This design comes from an exercise in tuning for small area and a short achievable clock period on the open sky130 flow, not from production work.
Only simulation tests tie the RTL to the original design; equivalence was not proved.

==> flow/design.v (outline; a module is shown in full before it is edited, if it fits) <==
// module Circle_Area_Calculator: 2285 lines
// module AOI21: 5 lines
// module FA: 6 lines
// module HA: 6 lines
// module INV: 5 lines
// module MX2I: 5 lines
// module NB2: 5 lines
// module ND2: 5 lines
// module NR2: 5 lines
// module OAI21: 5 lines
// module OR2: 5 lines
// module XN2: 5 lines
// module XR2: 5 lines
module Circle_Area_Calculator(clk, rst, radius, area);
  // ...
==> flow/flow/run.sh <==
#!/bin/bash
set -o pipefail
cp standard.sh standard_sh.log
export PRE_FLOORPLAN_TCL="$(pwd)/flow/downsize.tcl"
export SETUP_SLACK_MARGIN=${MARGIN:-14.25}
export BUFFER_PORTS_ARGS="-buffer_cell sky130_fd_sc_hd__buf_2"
bash standard.sh > standard.log 2>&1
==> flow/flow/downsize.tcl <==
# Downsize the combinational cells that synthesis mapped to a stronger drive
# than _1 (ABC upsizes some one-gate modules) to the _1 cell of the same
# function; the timing repair steps later upsize the cells that need it.
set ds_count 0
set ds_db [ord::get_db]
foreach ds_inst [[ord::get_db_block] getInsts] {
  set ds_master [[$ds_inst getMaster] getName]
  if { ![regexp {^sky130_fd_sc_hd__(\w+)_(\d+)$} $ds_master -> ds_base ds_drive] } { continue }
  if { $ds_drive <= 1 } { continue }
  if { [regexp {^(dfxtp|dfrtp|dfstp|buf|clkbuf|clkinv|clkdlybuf4s\d+|dlygate4sd\d|dlymetal6s\d+s|tapvpwrvgnd|fill|decap|conb)$} $ds_base] } { continue }
  set ds_new "sky130_fd_sc_hd__${ds_base}_1"
  if { [$ds_db findMaster $ds_new] == "NULL" } { continue }
  replace_cell [$ds_inst getName] $ds_new
  incr ds_count
}
puts "downsize.tcl: downsized $ds_count instances"
==> flow/standard.sh <==
#!/bin/bash
# synth_recipe.tcl (not shown) runs the flow's synth.tcl, then flattens the netlist and writes it again
# the make line also repeats each setting of config.mk as NAME=value (left out here)
make -C /OpenROAD-flow-scripts/flow DESIGN_CONFIG=/design/flow/config.mk WORK_HOME=/design/flow/orfs CLKGATE_MAP_FILE= SYNTH_SCRIPT=/design/flow/synth_recipe.tcl "${@:-finish}"
==> flow/config.mk <==
export PLATFORM = sky130hd
export DESIGN_NAME = Circle_Area_Calculator
export DESIGN_NICKNAME = Circle_Area_Calculator
export VERILOG_FILES = /design/flow/design.v
export SDC_FILE = /design/flow/constraint.sdc
export NUM_CORES = 4
export LEC_CHECK = 0
export CAP_MARGIN = 20
export CORE_MARGIN = 2
export CORE_UTILIZATION = 40
export SLEW_MARGIN = 20
export SYNTH_HIERARCHICAL = 1
export SYNTH_MINIMUM_KEEP_SIZE = 0
==> flow/constraint.sdc <==
create_clock -name core_clock -period 30.0 [get_ports {clk}]
set_input_delay 6.0000 -clock core_clock [delete_from_list [all_inputs] [get_ports {clk}]]
set_output_delay 6.0000 -clock core_clock [all_outputs]
set_load 0.01 [all_outputs]
==> reports/results.ini, run 1 <==
[worst_setup_path]
startpoint = radius[22]
setup.worst_path.class = in2reg
arrival_ns = 15.19
cp.depth = 37
cp_num_buf_inv = 5
start_kind = input port
cp_slowest_cell = fa_1

[sta]
relSlewSlack_pct = 26.1
fmax_ghz = 0.0665

[global_route]
grt_pass1_wl_mm = 48.6
overflow = 0

[layout]
clkbuf_count = 6
largest_reg_flops = 31
largestRegisters = area x31
buffer_area_share_pct = 4.02
final_cell_count_no_fill = 1738
inverters = 73
num_antenna_cells = 0

[yosys]
syn-num-nets = 1613

[status]
outcome = timing/DRC/antenna clean

[clocking]
cts_hold_buf = 0
root_buffer = clkbuf_16

[detailed_routing]
first_iter_violations = 441
post_drt_wl_per_cell_um = 16.6

[floorplan]
tap_cells = 384

==> run 2: changes to the inputs <==
==> flow/flow/run.sh (replaced) <==
#!/bin/bash
set -o pipefail
cp standard.sh standard_sh.log
export PRE_FLOORPLAN_TCL="$(pwd)/flow/downsize.tcl"
export SETUP_SLACK_MARGIN=${MARGIN:-15.25}
export BUFFER_PORTS_ARGS="-buffer_cell sky130_fd_sc_hd__buf_2"
bash standard.sh > standard.log 2>&1
==> reports/results.ini, run 2 <==
[yosys]
yosysWarnings = 7
synth_cells = 1268
syn-num-nets = 1613  ; unchanged

[layout]
drive_gt1_share_pct = 11.4
fillers = 2804
final_nets = 1709
multi_input_area_sq_mm = 0.0111
largest_reg_flops = 31  ; unchanged
final_cell_count_no_fill = 1749  ; +0.63%
final_common_cell = nand2_1
largestRegisters = area x31
final_cell_mix = 312 x nand2_1, 293 x fa_1, 122 x nor2_1
num_antenna_cells = 0  ; unchanged
post-route-cell-area_sq_mm = 0.0135
final_util_pct = 46.9
top_register = area
register_area_sq_um = 621

[detailed_routing]
first_iter_violations = 474  ; +7.5%
viasPerCell = 5.20
wl_met1_mm = 12.5
first_pass_iters = 6
wl_met3_mm = 2.12
wl_met2_mm = 14.8
route.vias.total = 9092
post_drt_wl_per_cell_um = 17.0  ; +2.0%
wl_mm = 29.7
route.detailed.drc = 0
highest-signal-layer = met4
ant_nets = 0

[global_route]
grt_pass1_vias = 9760
grt_max_degree = 32
antenna_found_initial = 0
track_usage_pct = 19.9
overflow = 0  ; unchanged
grt_pass1_wl_mm = 48.9  ; +0.61%

[worst_setup_path]
arrival_ns = 14.60  ; -0.59 ns
crit_family = adder cells
crit_fanout = 27
crit_required_ns = 30.14
crit_end = area[20]$_SDFF_PP0_
setup.worst_path.class = in2reg
start_kind = input port
worstSetupEndpointType = flop
startpoint = radius[16]
max_stage_delay_ns = 0.58
cp_slowest_cell = fa_2
cp.depth = 36  ; -2.7%
cp_num_buf_inv = 4  ; -1
cpMostUsedCell = fa_1

[place]
dpl.cell_count = 1730
dpl_cell_area_sq_mm = 0.0126
numPortBuffers = 62
hpwl_mm = 21.9
gp_congestion = 0.818

[clocking]
cts_hold_buf = 0  ; unchanged
cts-buffers-inserted = 5
clk_path_buf_depth = 2
tritoncts = done
cts_max_level = 2
root_buffer = clkbuf_16
cts.sinks = 31
clkTransAtPathRegs_ns = 0.06

[sta]
setup-violations-final = 0
worst_pin_slew_ns = 0.879
slew_violations = 0
tns_ns = 0
fmax_ghz = 0.0692  ; +4.0%
fin_crit_sh_pct = 48.2
whs_ns = 5.98
rsz0062_at_grt = false
relSlewSlack_pct = 41.0  ; +15 points
min_period_ns = 14.46
hold_viol_final = 0

[job]
maxCapViolCount = 0

[min_path]
worstHoldPathCells = 3
hold_path.class = in2reg

[floorplan]
io_pins = 66
core_area_sq_mm = 0.0287
die-height_um = 175
dieArea_sq_mm = 0.0306
rows = 62
fp.dieW_um = 175
start_util_pct = 40.7

[status]
outcome = timing/DRC/antenna clean

## run 2: worst min-delay path by stage
stage	slack [ns]	start	endpoint
floorplan	6.07	rst	area[23]$_SDFF_PP0_
global placement	6.25	radius[29]	area[30]$_SDFF_PP0_
detailed placement	6.26	radius[29]	area[30]$_SDFF_PP0_
CTS	5.97	radius[29]	area[30]$_SDFF_PP0_
global route	5.98	radius[27]	area[28]$_SDFF_PP0_
finish	5.98	radius[29]	area[30]$_SDFF_PP0_
## run 2: cell type report
class	instances	share of cell area, %
sequential	31	4.61
timing repair buffer	93	6.03
inverter	73	2.04
clock inverter	2	0.260
multi-input combinational	1160	82.5
clock buffer	6	1.03
tap	384	3.57
## run 2: metrics by stage
| step | setup WS [ns] |
|---|---|
| floorplan | 15.77 |
| global placement | 13.84 |
| detailed placement | 13.81 |
| CTS | 15.28 |
| global route | 15.16 |
| finish | 15.54 |
## run 2: layer usage
| metal | vias up | track usage [%] |
|---|---|---|
| met5 | - | 0 |
| met4 | 0 | 3.96 |
| met3 | 33 | 3.07 |
| met2 | 319 | 34.1 |
| met1 | 4569 | 26.9 |
| li1 | 4171 | - |
## run 2: what timing repair did
| action | in CTS | in global routing |
|---|---|---|
| buffers inserted | 0 | 11 |
| pin swaps | 0 | 13 |
| gates resized for setup | 68 | 73 |
| endpoints found under the setup margin | 18 | 16 |
## run 2: worst min-delay path, stage by stage
cell,delay (ns)
buf_2,0.08
xnor2_1,0.06
nor2_1,0.07
==> run 3: changes to the inputs <==
==> flow/flow/run.sh (replaced) <==
#!/bin/bash
set -o pipefail
cp standard.sh standard_sh.log
export PRE_FLOORPLAN_TCL="$(pwd)/flow/downsize.tcl"
export SETUP_SLACK_MARGIN=${MARGIN:-15}
export BUFFER_PORTS_ARGS="-buffer_cell sky130_fd_sc_hd__buf_2"
bash standard.sh > standard.log 2>&1
==> reports/results.ini, run 3 <==
[status]
outcome = timing/DRC/antenna clean

[yosys]
yosysWarnings = 7  ; unchanged
synth_cells = 1268  ; unchanged
syn-num-nets = 1613  ; unchanged

[detailed_routing]
route.vias.total = 9045  ; -0.52%
first_pass_iters = 7  ; +1
ant_nets = 0  ; unchanged
post_drt_wl_per_cell_um = 16.7  ; -1.3%
route.detailed.drc = 0  ; unchanged
wl_mm = 29.2  ; -1.6%
first_iter_violations = 434  ; -8.4%
viasPerCell = 5.19  ; -0.23%

[layout]
num_antenna_cells = 0  ; unchanged
final_cell_mix = 312 x nand2_1, 296 x fa_1, 127 x nor2_1
largestRegisters = area x31
post-route-cell-area_sq_mm = 0.0132  ; -1.7%
drive_gt1_share_pct = 9.56  ; -1.9 points
final_common_cell = nand2_1
top_register = area
fillers = 2824  ; +0.71%
final_nets = 1704  ; -0.29%
largest_reg_flops = 31  ; unchanged
final_util_pct = 46.1  ; -0.79 points

[worst_setup_path]
setup.worst_path.class = in2reg
arrival_ns = 14.73  ; +0.13 ns
cp_slowest_cell = fa_1
max_stage_delay_ns = 0.57  ; about the same
crit_fanout = 29  ; +7.4%
crit_required_ns = 30.14  ; about the same
cpMostUsedCell = fa_1
worstSetupEndpointType = flop
start_kind = input port

[floorplan]
fp.dieW_um = 175  ; unchanged
die-height_um = 175  ; unchanged
start_util_pct = 40.7  ; unchanged
io_pins = 66  ; unchanged
dieArea_sq_mm = 0.0306  ; unchanged
rows = 62  ; unchanged
core_area_sq_mm = 0.0287  ; unchanged

[global_route]
grt_max_degree = 32  ; unchanged
overflow = 0  ; unchanged
grt_pass1_vias = 9743  ; -0.17%
antenna_found_initial = 0  ; unchanged
track_usage_pct = 19.9  ; -0.047 points
grt_pass1_wl_mm = 48.7  ; -0.30%

[clocking]
clkTransAtPathRegs_ns = 0.06  ; about the same
tritoncts = done
root_buffer = clkbuf_16
clk_path_buf_depth = 2  ; unchanged
cts_max_level = 2  ; unchanged
cts_hold_buf = 0  ; unchanged
cts.sinks = 31  ; unchanged
cts-buffers-inserted = 5  ; unchanged

[job]
maxCapViolCount = 0  ; unchanged

[place]
dpl_cell_area_sq_mm = 0.0126  ; unchanged
gp_congestion = 0.818  ; unchanged
numPortBuffers = 62  ; unchanged
hpwl_mm = 21.9  ; unchanged

[sta]
slew_violations = 0  ; unchanged
relSlewSlack_pct = 41.3  ; +0.27 points
min_period_ns = 14.58  ; +0.123 ns
rsz0062_at_grt = false
fmax_ghz = 0.0686  ; -0.85%
fin_crit_sh_pct = 48.6  ; +0.41 points
worst_pin_slew_ns = 0.875  ; -0.00398 ns
hold_viol_final = 0  ; unchanged
tns_ns = 0  ; unchanged
setup-violations-final = 0  ; unchanged

[min_path]
worstHoldPathCells = 3  ; unchanged
hold_start = radius[29]
hold_path.class = in2reg
min_to = area[30]$_SDFF_PP0_

[run 3: metal layers]
layer  wire, um  track usage [%]
met1      12600             26.9
met3       1770             3.05
met2      14500             33.9
met4        313             4.13
met5          0                0
[run 3: through the flow]
stage	hold slack [ns]	setup slack, ns	cells
floorplan	6.07	15.77	1268
global placement	6.25	13.84	1730
detailed placement	6.26	13.81	1730
CTS	5.97	15.03	1738
global route	5.98	14.97	1744
finish	5.97	15.42	1744
[run 3: layout make-up]
| cell class | instances | area, sq um | share of cell area, % |
|---|---|---|---|
| clock inverter | 2 | 35.0 | 0.265 |
| sequential | 31 | 621 | 4.69 |
| tap | 384 | 480 | 3.63 |
| timing repair buffer | 88 | 707 | 5.35 |
| clock buffer | 6 | 139 | 1.05 |
| multi-input combinational | 1160 | 11000 | 82.9 |
| inverter | 73 | 274 | 2.07 |
[run 3: worst max path at each step]
stage	slack [ns]	cells past startpoint	start	to
after floorplan	15.77	36	radius[1]	area[21]$_SDFF_PP0_
after global placement	13.84	34	radius[13]	area[21]$_SDFF_PP0_
after detailed placement	13.81	34	radius[13]	area[21]$_SDFF_PP0_
after CTS	15.03	38	radius[2]	area[20]$_SDFF_PP0_
after global routing	14.97	37	radius[7]	area[19]$_SDFF_PP0_
final	15.42	36	radius[19]	area[20]$_SDFF_PP0_
[run 3: repair_timing]
item,CTS,global route
gates cloned,0,0
resized for setup,49,51
endpoints found under the setup margin,16,16
buffers inserted,0,6
pin swaps,0,1
[run 3: critical path: cells and delay by family]
kind	cells	cell delay, ns
AO/OA/AOI/OAI	8	1.30
XOR/XNOR	4	0.82
adder cells (fa/ha/maj)	10	4.65
buffers and inverters	3	0.48
multiplexers	2	0.26
AND/OR/NAND/NOR	9	1.19
==> run 4: changes to the inputs <==
==> flow/flow/run.sh (replaced) <==
#!/bin/bash
set -o pipefail
cp standard.sh standard_sh.log
export PRE_FLOORPLAN_TCL="$(pwd)/flow/downsize.tcl"
export SETUP_SLACK_MARGIN=${MARGIN:-14.5}
export BUFFER_PORTS_ARGS="-buffer_cell sky130_fd_sc_hd__buf_2"
bash standard.sh > standard.log 2>&1
==> reports/results.ini, run 4 <==
[floorplan]
dieArea_sq_mm = 0.0306  ; unchanged
die-height_um = 175  ; unchanged
start_util_pct = 40.7  ; unchanged
core_area_sq_mm = 0.0287  ; unchanged
rows = 62  ; unchanged
fp.dieW_um = 175  ; unchanged
io_pins = 66  ; unchanged

[worst_setup_path]
cp.depth = 36  ; unchanged
setup.worst_path.class = in2reg
start_kind = input port
crit_required_ns = 30.14  ; about the same
cpMostUsedCell = fa_1
worstSetupEndpointType = flop
arrival_ns = 15.10  ; +0.37 ns
cp_slowest_cell = fa_1
cp_num_buf_inv = 3  ; unchanged
crit_family = adder cells
max_stage_delay_ns = 0.58  ; about the same
crit_fanout = 26  ; -10%

[place]
dpl_cell_area_sq_mm = 0.0126  ; unchanged
gp_congestion = 0.818  ; unchanged
numPortBuffers = 62  ; unchanged
hpwl_mm = 21.9  ; unchanged

[global_route]
grt_pass1_wl_mm = 48.6  ; -0.25%
grt_max_degree = 32  ; unchanged
antenna_found_initial = 0  ; unchanged
grt_pass1_vias = 9694  ; -0.50%
overflow = 0  ; unchanged
track_usage_pct = 19.8  ; -0.040 points

[layout]
drive_gt1_share_pct = 7.53  ; -2.0 points
final_common_cell = nand2_1
largestRegisters = area x31
post-route-cell-area_sq_mm = 0.0129  ; -2.3%
final_cell_mix = 312 x nand2_1, 297 x fa_1, 128 x nor2_1
top_register = area
multi_input_area_sq_mm = 0.0108  ; -1.2%
register_area_sq_um = 621  ; unchanged
final_nets = 1698  ; -0.35%
num_antenna_cells = 0  ; unchanged
fillers = 2858  ; +1.2%
largest_reg_flops = 31  ; unchanged

[clocking]
clk_path_buf_depth = 2  ; unchanged
clkTransAtPathRegs_ns = 0.05  ; about the same
cts_max_level = 2  ; unchanged
cts-buffers-inserted = 5  ; unchanged
cts.sinks = 31  ; unchanged
tritoncts = done
postCtsSetupBuffers = 0  ; unchanged
root_buffer = clkbuf_16

[detailed_routing]
first_iter_violations = 435  ; +0.23%
ant_nets = 0  ; unchanged
viasPerCell = 5.19  ; +0.15%
route.detailed.drc = 0  ; unchanged
route.vias.total = 9027  ; -0.20%
wl_mm = 29.0  ; -0.68%
first_pass_iters = 5  ; -2
post_drt_wl_per_cell_um = 16.7  ; -0.34%

[sta]
fmax_ghz = 0.0669  ; -2.5%
worst_pin_slew_ns = 0.911  ; +0.0361 ns
rsz0062_at_grt = false
fin_crit_sh_pct = 49.8  ; +1.2 points
slew_violations = 0  ; unchanged
tns_ns = 0  ; unchanged
setup-violations-final = 0  ; unchanged
hold_viol_final = 0  ; unchanged
min_period_ns = 14.95  ; +0.370 ns
relSlewSlack_pct = 38.9  ; -2.4 points

[min_path]
hold_path.class = in2reg
worstHoldPathCells = 3  ; unchanged

[yosys]
syn-num-nets = 1613  ; unchanged
yosysWarnings = 7  ; unchanged
synth_cells = 1268  ; unchanged

[status]
outcome = timing/DRC/antenna clean

[job]
maxCapViolCount = 0  ; unchanged

run 4: changes by cell type in the layout (fill, tap and decap cells not counted), moves of 2 or more:
cell / before / now
buf_6: 9 / 5
clkbuf_4: 0 / 5
a21oi_2: 10 / 2
buf_8: 13 / 0
xnor2_1: 62 / 64
a21oi_1: 65 / 73
buf_4: 26 / 33
xor2_2: 8 / 1
o21ai_4: 2 / 0
xnor2_2: 3 / 1
o21ai_1: 36 / 39
xor2_1: 82 / 89
run 4: what timing repair did:
item	CTS	global route
gates resized for setup	21	24
setup endpoints to repair	11	12
hold buffers	0	0
pin swaps	0	0
gates cloned	0	0
run 4: final cells by class:
type                            instances  share of cell area (%)
Clock buffer                            6                    1.07
Timing Repair Buffer                   82                    4.15
Multi-Input combinational cell       1160                    83.9
Clock inverter                          2                   0.271
Tap cell                              384                    3.72
Inverter                               73                    2.12
Sequential cell                        31                    4.80
run 4: final timing paths:
| check | slack [ns] | start | to |
|---|---|---|---|
| min | 5.98 | radius[29] | area[30]$_SDFF_PP0_ |
| max | 15.05 | radius[17] | area[20]$_SDFF_PP0_ |
run 4: through the flow:
stage	hold slack [ns]	std cells	setup WS, ns	util (%)
final	5.98	1738	15.05	45.0
after global routing	5.98	1738	14.53	45.0
after floorplan	6.07	1268	15.77	-
after global placement	6.25	1730	13.84	43.9
after CTS	5.97	1738	14.63	44.7
after detailed placement	6.26	1730	13.81	43.9
run 4: per-layer routing:
layer	routed length [um]	track usage [%]	share of wire (%)	up-vias
met4	339	3.68	1.2	0
li1	-	-	-	4156
met5	0	0	0	-
met1	12500	26.9	43	4545
met3	1850	2.94	6.4	35
met2	14300	34.0	49	291
==> run 5: changes to the inputs <==
==> flow/flow/run.sh (replaced) <==
#!/bin/bash
set -o pipefail
cp standard.sh standard_sh.log
export PRE_FLOORPLAN_TCL="$(pwd)/flow/downsize.tcl"
export SETUP_SLACK_MARGIN=${MARGIN:-14.75}
export BUFFER_PORTS_ARGS="-buffer_cell sky130_fd_sc_hd__buf_2"
bash standard.sh > standard.log 2>&1
==> reports/results.ini, run 5 <==
[detailed_routing]
viasPerCell = 5.20  ; +0.14%
post_drt_wl_per_cell_um = 16.6  ; -0.27%
ant_nets = 0  ; unchanged
first_iter_violations = 450  ; +3.4%
route.detailed.drc = 0  ; unchanged
first_pass_iters = 5  ; unchanged
route.vias.total = 9045  ; +0.20%
wl_mm = 28.9  ; -0.21%

[clocking]
root_buffer = clkbuf_16
clkTransAtPathRegs_ns = 0.05  ; about the same
tritoncts = done
cts_hold_buf = 0  ; unchanged
cts-buffers-inserted = 5  ; unchanged
clk_path_buf_depth = 2  ; unchanged
cts.sinks = 31  ; unchanged
cts_max_level = 2  ; unchanged

[layout]
drive_gt1_share_pct = 7.97  ; +0.44 points
multi_input_area_sq_mm = 0.0109  ; +0.31%
final_cell_mix = 312 x nand2_1, 297 x fa_1, 128 x nor2_1
final_nets = 1699  ; +0.059%
register_area_sq_um = 621  ; unchanged
final_common_cell = nand2_1
final_cell_count_no_fill = 1739  ; +0.058%
largestRegisters = area x31
num_antenna_cells = 0  ; unchanged
fillers = 2835  ; -0.80%
largest_reg_flops = 31  ; unchanged
top_register = area

[place]
numPortBuffers = 62  ; unchanged
gp_congestion = 0.818  ; unchanged
hpwl_mm = 21.9  ; unchanged
dpl.cell_count = 1730  ; unchanged

[yosys]
synth_cells = 1268  ; unchanged
yosysWarnings = 7  ; unchanged
syn-num-nets = 1613  ; unchanged

[sta]
relSlewSlack_pct = 40.8  ; +2.0 points
slew_violations = 0  ; unchanged
rsz0062_at_grt = false
fin_crit_sh_pct = 49.0  ; -0.83 points
worst_pin_slew_ns = 0.881  ; -0.0292 ns
fmax_ghz = 0.0680  ; +1.7%
setup-violations-final = 0  ; unchanged
hold_viol_final = 0  ; unchanged
tns_ns = 0  ; unchanged
min_period_ns = 14.70  ; -0.248 ns

[worst_setup_path]
setup.worst_path.class = in2reg
worstSetupEndpointType = flop
cp_slowest_cell = fa_1
cp.depth = 36  ; unchanged
max_stage_delay_ns = 0.57  ; about the same
arrival_ns = 14.85  ; -0.25 ns
crit_required_ns = 30.15  ; about the same
crit_fanout = 26  ; unchanged
crit_family = adder cells
cp_num_buf_inv = 3  ; unchanged
cpMostUsedCell = fa_1
start_kind = input port

[global_route]
grt_max_degree = 32  ; unchanged
grt_pass1_wl_mm = 48.6  ; about the same
antenna_found_initial = 0  ; unchanged
grt_pass1_vias = 9699  ; +0.052%
overflow = 0  ; unchanged
track_usage_pct = 19.8  ; about the same

[floorplan]
dieArea_sq_mm = 0.0306  ; unchanged
rows = 62  ; unchanged
start_util_pct = 40.7  ; unchanged
fp.dieW_um = 175  ; unchanged
core_area_sq_mm = 0.0287  ; unchanged
die-height_um = 175  ; unchanged
io_pins = 66  ; unchanged

[status]
outcome = timing/DRC/antenna clean

[job]
maxCapViolCount = 0  ; unchanged

[min_path]
hold_path.class = in2reg
worstHoldPathCells = 3  ; unchanged

-- run 5: final timing paths --
check / startpoint / to / slack [ns]
setup / recovery: radius[17] / area[20]$_SDFF_PP0_ / 15.30
hold / removal: radius[29] / area[30]$_SDFF_PP0_ / 5.97
-- run 5: final cells by class --
| type | instances | area share, % |
|---|---|---|
| Clock buffer | 6 | 1.07 |
| Multi-Input combinational cell | 1160 | 83.4 |
| Sequential cell | 31 | 4.76 |
| Inverter | 73 | 2.10 |
| Tap cell | 384 | 3.69 |
| Clock inverter | 2 | 0.269 |
| Timing Repair Buffer | 83 | 4.67 |
-- run 5: stage by stage --
| step | util [%] | hold WS (ns) | worst slack (ns) | cell area [sq um] |
|---|---|---|---|---|
| finish | 45.4 | 5.97 | 15.30 | 13000 |
| CTS | 44.8 | 5.97 | 14.77 | 12900 |
| global placement | 43.9 | 6.25 | 13.84 | 12600 |
| global route | 45.4 | 5.98 | 14.75 | 13000 |
| detailed placement | 43.9 | 6.26 | 13.81 | 12600 |
| floorplan | - | 6.07 | 15.77 | 11700 |
-- run 5: layer usage --
layer / track usage [%] / wire, um / part of all wire [%]
met1: 27.0 / 12400 / 43
met2: 34.0 / 14300 / 49
met3: 2.94 / 1930 / 6.7
met4: 3.68 / 341 / 1.2
met5: 0 / 0 / 0
-- run 5: repair_timing --
action / 4_1_cts / 5_1_grt
endpoints found under the setup margin: 15 / 14
resized for setup: 29 / 37
setup buffers: 0 / 1
==> run 6: changes to the inputs <==
--- a/flow/config.mk
+++ b/flow/config.mk
@@ -9,4 +9,5 @@
 export CORE_MARGIN = 2
 export CORE_UTILIZATION = 40
+export CTS_BUF_LIST = sky130_fd_sc_hd__clkbuf_4
 export SLEW_MARGIN = 20
 export SYNTH_HIERARCHICAL = 1
==> reports/results.ini, run 6 <==
[clocking]
postCtsSetupBuffers = 0  ; unchanged
cts_hold_buf = 0  ; unchanged
ctsResizeCount = 24  ; -17%
cts-buffers-inserted = 5  ; unchanged
tritoncts = done
root_buffer = clkbuf_4
cts_max_level = 2  ; unchanged
clk_path_buf_depth = 2  ; unchanged
cts.sinks = 31  ; unchanged
clkTransAtPathRegs_ns = 0.11  ; +0.06 ns

[place]
numPortBuffers = 62  ; unchanged
place_ws_ns = 13.81  ; unchanged
hpwl_mm = 21.9  ; unchanged
dpl.cell_count = 1730  ; unchanged
dpl_cell_area_sq_mm = 0.0126  ; unchanged
gp_congestion = 0.818  ; unchanged

[layout]
drive_gt1_share_pct = 7.83  ; -0.14 points
final_cell_mix = 312 x nand2_1, 297 x fa_1, 128 x nor2_1
largest_reg_flops = 31  ; unchanged
num_antenna_cells = 0  ; unchanged
final_nets = 1698  ; -0.059%
final_common_cell = nand2_1
final_cell_count_no_fill = 1738  ; -0.058%
largestRegisters = area x31
top_register = area
post-route-cell-area_sq_mm = 0.0129  ; -1.1%

[worst_setup_path]
crit_fanout = 26  ; unchanged
setup.worst_path.class = in2reg
cpMostUsedCell = fa_1
max_stage_delay_ns = 0.57  ; about the same
worstSetupEndpointType = flop
arrival_ns = 14.92  ; +0.07 ns
cp_slowest_cell = fa_1
crit_required_ns = 30.22  ; +0.07 ns
start_kind = input port

[sta]
rsz0062_at_grt = false
tns_ns = 0  ; unchanged
worst_pin_slew_ns = 0.880  ; -0.00183 ns
fin_crit_sh_pct = 49.0  ; about the same
setup-violations-final = 0  ; unchanged
slew_violations = 0  ; unchanged
hold_viol_final = 0  ; unchanged
whs_ns = 5.90  ; -0.0712 ns
min_period_ns = 14.70  ; -0.00320 ns
fmax_ghz = 0.0680  ; about the same
relSlewSlack_pct = 41.0  ; +0.12 points
setup_ws_ns = 15.30  ; +0.00320 ns

[detailed_routing]
route.vias.total = 8994  ; -0.56%
ant_nets = 0  ; unchanged
wl_mm = 29.0  ; +0.18%
route.detailed.drc = 0  ; unchanged
viasPerCell = 5.17  ; -0.51%
first_iter_violations = 470  ; +4.4%
post_drt_wl_per_cell_um = 16.7  ; +0.23%
first_pass_iters = 5  ; unchanged

[floorplan]
core_area_sq_mm = 0.0287  ; unchanged
start_util_pct = 40.7  ; unchanged
fp.dieW_um = 175  ; unchanged
die-height_um = 175  ; unchanged
rows = 62  ; unchanged
dieArea_sq_mm = 0.0306  ; unchanged
io_pins = 66  ; unchanged

[job]
maxCapViolCount = 0  ; unchanged

[global_route]
track_usage_pct = 19.8  ; -0.052 points
antenna_found_initial = 0  ; unchanged
overflow = 0  ; unchanged
use_met1_pct = 26.9  ; -0.085 points
grt-busiest-layer = met2
grt_pass1_vias = 9678  ; -0.22%
grt_pass1_wl_mm = 48.5  ; -0.21%
grt_util_met3_pct = 2.96  ; +0.022 points
use_met2_pct = 33.9  ; -0.099 points
grt_max_degree = 32  ; unchanged

[yosys]
syn-num-nets = 1613  ; unchanged
yosysWarnings = 7  ; unchanged
synth_cells = 1268  ; unchanged

[status]
outcome = timing/DRC/antenna clean

[min_path]
hold_path.class = in2reg

-- run 6: critical path: cells and delay by family --
| kind | cells | cell delay [ns] |
|---|---|---|
| AO/OA/AOI/OAI | 12 | 2.00 |
| adder cells (fa/ha/maj) | 10 | 4.60 |
| AND/OR/NAND/NOR | 5 | 0.62 |
| XOR/XNOR | 4 | 0.74 |
| buffers and inverters | 3 | 0.66 |
| multiplexers | 2 | 0.26 |
-- run 6: worst paths after layout --
check,slack [ns],end,from,cells after the start
setup / recovery,15.30,area[15]$_SDFF_PP0_,radius[15],36
hold / removal,5.90,area[30]$_SDFF_PP0_,radius[29],3
-- run 6: stage by stage --
step                      utilization (%)
final                                44.9
after global routing                 44.9
after CTS                            44.4
after detailed placement             43.9
after global placement               43.9
after floorplan                         -
-- run 6: final cells by class --
cell class | instances | area [sq um]
clock inverter | 3 | 38.8
multi-input combinational | 1160 | 10900
fill | 2861 | 15800
tap | 384 | 480
timing repair buffer | 82 | 563
inverter | 73 | 274
sequential | 31 | 621
clock buffer | 5 | 37.5
-- run 6: routing by layer --
metal	wire length, um	vias to the layer above
met1	12700	4527
met4	338	0
met5	0	-
met3	1830	34
li1	-	4156
met2	14200	277

==> afterwards: timing with drivers on the ports <==
No port has a modelled driver above. Below, the same layouts with a new extraction and two added sets of constraints. Step 1: set_driving_cell puts a clkbuf_16 on clk and a buf_2 on each other input, an assumption about the parent block. Step 2 also shifts input and output timing later by t, the mid clock arrival at the registers, as if the neighbouring blocks saw the same clock. a / b / c = ideal / step 1 / step 2; a / b = the first two.
run | t (ns) | setup slack, ns | hold slack, ns | slew at the worst register clock pin (ns) | cell pins on the clock port's net
run 1 | 0.311 | 14.959 / 14.970 / 14.658 | 5.972 / 5.959 / 6.271 | 0.06 / 0.06 | 1
run 2 | 0.310 | 15.541 / 15.527 / 15.217 | 5.975 / 5.962 / 6.272 | 0.06 / 0.06 | 1
run 3 | 0.310 | 15.418 / 15.405 / 15.095 | 5.974 / 5.961 / 6.271 | 0.06 / 0.06 | 1
run 4 | 0.309 | 15.047 / 15.061 / 14.752 | 5.975 / 5.962 / 6.271 | 0.05 / 0.05 | 1
run 5 | 0.310 | 15.296 / 15.296 / 14.985 | 5.973 / 5.959 / 6.270 | 0.05 / 0.05 | 1
run 6 | 0.366 | 15.299 / 15.306 / 14.940 | 5.902 / 5.896 / 6.262 | 0.11 / 0.11 | 1
After both steps setup and hold are still met in every run listed. The setup slack of run 6, which loses most, moves by +0.007 ns with the drivers and by -0.359 ns with both steps.
